Background: an optimization exercise with open tools, aiming at small area and a short achievable clock period. Do not read the settings as production practice.
Function was checked by simulation only, so behaviour that the tests miss may differ from the original.
No activity file was given, so power comes from the tool's default toggle rates.

==> flow/design.v, too long to show whole: its modules and the start of the top module <==
// module fa: 4 lines
// module ha: 4 lines
// module pg00: 4 lines
// module pg01: 4 lines
// module pg10: 4 lines
// module pg11: 4 lines
// module wallace_mult_top: 3377 lines
module wallace_mult_top (
	input  wire        clk,
	input  wire        sext_a,
	input  wire        sext_b,
	input  wire [31:0] a,
	input  wire [31:0] b,
	output wire [63:0] out
);
  // ...
==> flow/run.sh <==
#!/bin/bash
# synth_recipe.tcl (not shown) runs the flow's synth.tcl, then flattens the netlist and writes it again
# the make line also repeats each setting of config.mk as NAME=value (left out here)
make -C /OpenROAD-flow-scripts/flow DESIGN_CONFIG=/design/flow/config.mk WORK_HOME=/design/flow/orfs CLKGATE_MAP_FILE= SYNTH_SCRIPT=/design/flow/synth_recipe.tcl finish
==> flow/config.mk <==
export PLATFORM = sky130hd
export DESIGN_NAME = wallace_mult_top
export DESIGN_NICKNAME = wallace_mult_top
export VERILOG_FILES = /design/flow/design.v
export SDC_FILE = /design/flow/constraint.sdc
export NUM_CORES = 4
export LEC_CHECK = 0
export CAP_MARGIN = 20
export CORE_MARGIN = 2
export CORE_UTILIZATION = 40
export SETUP_SLACK_MARGIN = 4.3
export SLEW_MARGIN = 20
export SYNTH_HIERARCHICAL = 1
export SYNTH_MINIMUM_KEEP_SIZE = 0
==> flow/constraint.sdc <==
create_clock -name core_clock -period 8.5 [get_ports {clk}]
set_input_delay 1.7000 -clock core_clock [delete_from_list [all_inputs] [get_ports {clk}]]
set_output_delay 1.7000 -clock core_clock [all_outputs]
set_load 0.01 [all_outputs]
==> impl_metrics.ini, run 1 <==
[power]
intPower_mw = 7.66
seq_power_mw = 1.71
p_clk_mw = 0.849

[setup_path]
crit_arrival_ns = 2.91
end_kind = output pin
cp_cell_sequence = ha_1 -> a21oi_2 -> o21ai_4 -> a21oi_2 -> o21a_4 -> inv_8 -> a21oi_4 -> buf_12 -> inv_12 -> fa_2 -> buf_6
crit_start = x28_q
r2r_start = a_r[17]
worstSetupPathDepth = 11
critPathLaunchType = register

[clock_network]
ctsResizeCount = 300
clock_sinks = 193
post_cts.repair.setup_buffers = 34
cts_tree = built
numCtsBuffers = 17

[cells_and_area]
multi_input_area_sq_mm = 0.0228
final_common_cell = xnor2_1
antenna_cells = 0
regArea_sq_mm = 0.00405
regMostFlops = a_r

[logic_synthesis]
synth_top_area_share = 0.346
ys.flop_type = dfxtp_1
ys_top_cells_by_count = 553 x xnor2_1, 511 x a22oi_1, 486 x fa_1
async_flop_share = 0
synthXorXnorAreaFrac = 0.191
syn-cell-area_sq_mm = 0.0281
syn_avg_cell_area_sq_um = 10.3
synthTopCellsByArea = fa_1 35%, xnor2_1 17%, dfxtp_1 14%
yosys_warnings = 7

[global_route]
first_global_vias = 23700

[sta]
max-slew-margin-rel = 0.325
finClkSkew_ns = 0.0237
fin_setup_tns_ns = 0
setup_viol = 0
max_clock_freq_mhz = 217

[route]
vias_per_cell = 6.25
finalWirelength_um = 103000

[min_path]
hp-start = neg_r[0]

[placement]
dpl.hpwl_um = 58300
gp_congestion = 0.885

[die]
coreArea_sq_mm = 0.0698
nWellTaps = 940

[status]
outcome = no timing/DRC/antenna violations
==> run 2, diff against run 1 <==
--- a/flow/config.mk
+++ b/flow/config.mk
@@ -8,7 +8,7 @@
 export CAP_MARGIN = 20
 export CORE_MARGIN = 2
 export CORE_UTILIZATION = 40
-export SETUP_SLACK_MARGIN = 4.3
+export SETUP_SLACK_MARGIN = 4.0
 export SLEW_MARGIN = 20
 export SYNTH_HIERARCHICAL = 1
 export SYNTH_MINIMUM_KEEP_SIZE = 0
==> run 2 against run 1 <==
Synthesized cell count is the same. Global-route usage shrank 1.3 points. First-iteration DRC count shrank 10%. Area after synthesis is the same. Final area shrank 4.8%. Clock power shrank 2%. Sequential cell count is the same. Largest power group unchanged.
==> impl_metrics.ini, run 2 <==
[setup_path]
cp.required_ns = 6.80
crit_family = compound AO/OA/AOI/OAI gates
cp_cell_sequence = ha_4 -> a21oi_2 -> o21a_1 -> inv_2 -> a21oi_4 -> o21a_4 -> inv_8 -> a21oi_4 -> buf_12 -> inv_12 -> fa_2 -> buf_6
end_kind = output pin
critPathMaxFanout = 6
crit_type = reg -> out
crit_path_frequent_cell = a21oi_4
crit_arrival_ns = 2.90
critPathMaxStageDelay_ns = 0.52
critPathSlowestCell = fa_2
critPathLaunchType = register
worst-path-buf-inv = 5

[sta]
fin_setup_tns_ns = 0
worst_pin_slew_ns = 1.13
min_period_over_period = 0.541
setup_viol = 0
max-slew-margin-rel = 0.246
rsz0062_at_grt = yes
max_clock_freq_mhz = 217
drv_slew = 0
finClkSkew_ns = 0.0232
finalCriticalPeriod_ns = 4.60
holdWs_ns = 0.807
hold_violations = 0

[cells_and_area]
final_common_cell = xnor2_1
antenna_cells = 0
syn_to_final_growth_pct = 8.45
fill_cells = 6449
fin_area_sq_mm = 0.0305
layout_common_cells = 553 x xnor2_1, 511 x a22oi_1, 483 x fa_1
regMostFlops = a_r
final_nets = 3204
largest_register_ffs = 32
multi_input_area_sq_mm = 0.0226
regArea_sq_mm = 0.00401
drive_gt1_frac = 0.110

[route]
wl_per_cell_um = 26.5
vias_per_cell = 6.14
first_pass_iters = 9
ant_nets = 0
vias = 21600
drtIter0Drc = 2517
drc_errors = 0
finalWirelength_um = 93000

[global_route]
overflow = 0
first_global_vias = 23100
grt_use_total = 0.260
grt_start_max_net_pins = 38
grt_pass1_wl_um = 141000
antenna_found_initial = 3

[logic_synthesis]
ys_top_cells_by_count = 553 x xnor2_1, 511 x a22oi_1, 486 x fa_1
synthTopCellsByArea = fa_1 35%, xnor2_1 17%, dfxtp_1 14%
synth_most_common_cell = xnor2_1
netlist_instances = 2728
syn-cell-area_sq_mm = 0.0281
ys_types = 45
yosys_warnings = 7
ys_seq_area_frac = 0.137
synth_top_area_share = 0.346
async_flop_share = 0
synth_fp_nets = 3373
syn_avg_cell_area_sq_um = 10.3
synth_edf_count = 0
yosys.area.top_type = fa_1
ys.flop_type = dfxtp_1
yosys_register_bits = 193

[power]
ir_worst_vdd_v = 0.000304
leakagePower_nw = 10.8
power.density_mw_per_mm2 = 484
p_total_mw = 14.8

[clock_network]
clock_sinks = 193
clk_path_buf_depth = 2
cts_root_buf = clkbuf_16
numCtsBuffers = 17
cts.reportedPaths.clkPinSlew_ns = 0.08
cts_tree = built
htree_levels = 4
clk_latency_ns = 0.52

[die]
die-height_um = 269
coreArea_sq_mm = 0.0698
initial_core_util = 0.403
io_pins = 131
die-area_sq_mm = 0.0724
die_w_um = 269
rows = 97

[min_path]
hold_path.class = reg -> reg

[placement]
dpl_cell_area_sq_mm = 0.0293
gp_congestion = 0.899
portBuffers = 130
dpl.hpwl_um = 57600

[run]
cap_violations = 0

[status]
outcome = no timing/DRC/antenna violations
-- run 2: changes by cell type in the layout (fill, tap and decap cells not counted), moves of 8 or more --
cell,before,now
buf_12,30,3
buf_4,66,52
dfxtp_4,39,26
buf_2,31,19
buf_16,11,0
dfxtp_1,120,130
clkbuf_16,28,19
dlygate4sd2_1,3,11
fa_1,475,483
fa_2,11,3
-- run 2: kinds of logic after synthesis --
logic type      share of synthesized area
compound gates                      0.181
xor+xnor                            0.191
buf+inv                            0.0682
mux                              0.000712
simple gates                       0.0340
fa+ha+maj                           0.387
flops                               0.137
-- run 2: layout make-up --
type,count,share of cell area
clock buffer,17,0.0140
clock inverter,15,0.00616
tap,940,0.0386
multi-input combinational,2090,0.740
timing repair buffer,204,0.0625
sequential,193,0.131
inverter,53,0.00718
-- run 2: metrics by stage --
step,util,cells,worst slack [ns]
5_1_grt,0.437,3512,3.78
6_report,0.437,3512,3.90
2_1_floorplan,-,2728,4.21
3_3_place_gp,0.420,3460,3.19
4_1_cts,0.432,3500,3.80
3_5_place_dp,0.420,3460,3.19
-- run 2: routing by layer --
metal	vias to the layer above	global-route usage	share of wire
met3	281	0.0720	0.11
met4	4	0.121	0.039
met1	11000	0.334	0.39
met2	1437	0.406	0.45
met5	-	0	0.00025
li1	8796	-	-
-- run 2: final timing paths --
check	slack, ns	start	cells after the start	end
setup / recovery	3.90	y20_q	12	out[49]
hold reg to reg	0.81	neg_r[0]	2	s0_q
setup reg to reg	4.09	a_r[24]	9	y36_q
hold / removal	0.81	neg_r[0]	2	s0_q
-- run 2: power breakdown --
group | switching (mW) | internal (mW) | leakage [nW]
registers | 0.257 | 1.47 | 1.64
clock network | 0.435 | 0.395 | 0.288
logic | 6.72 | 5.48 | 8.89
total | 7.41 | 7.35 | 10.8
-- run 2: Yosys stat by module (local to each module, per instance) --
module,times used,flip-flops and latches,cells inside,cell area [sq um]
wallace_mult_top,1,193,2044,17100
fa,480,0,1,20.0
pg01,17,0,3,18.8
pg10,9,0,3,15.0
ha,30,0,1,12.5
pg00,31,0,2,12.5
pg11,17,0,2,8.76
-- run 2: tightest hold or removal path: stages (launching register included) --
cell and delay [ns]:
dfxtp_2 0.32, buf_6 0.24, xnor2_1 0.19
-- run 2: repair_timing --
action / in CTS / in global routing
resized for setup: 180 / 69
setup buffers: 8 / 12
hold buffers: 0 / 0
endpoints found under the setup margin: 49 / 50
pin swaps: 14 / 20

==> static timing again, ports no longer ideal <==
The flow's constraints put no driver on any port. The routed layouts listed below were extracted and timed again, unchanged, in two steps.
Step 1: set_driving_cell puts a clkbuf_16 on clk and a buf_2 on each other input, an assumption about the parent block.
Step 2 times the ports against the registers' clock, not the clock port: input delays grow and output delays shrink by t, the midpoint of the rising clock arrivals with the driver on.
Slacks: ideal / step 1 / step 2; pairs: ideal / step 1.
run | t (ns) | setup WS [ns] | worst setup path after step 2 | latest minus earliest clock arrival (ns) | slew at the worst register clock pin (ns)
run 1 | 0.570 | 3.892 / 3.830 / 4.357 | register to register | 0.024 / 0.024 | 0.09 / 0.09
run 2 | 0.566 | 3.901 / 3.842 / 4.091 | register to register | 0.023 / 0.024 | 0.09 / 0.09
After both steps setup and hold are still met in every run listed.
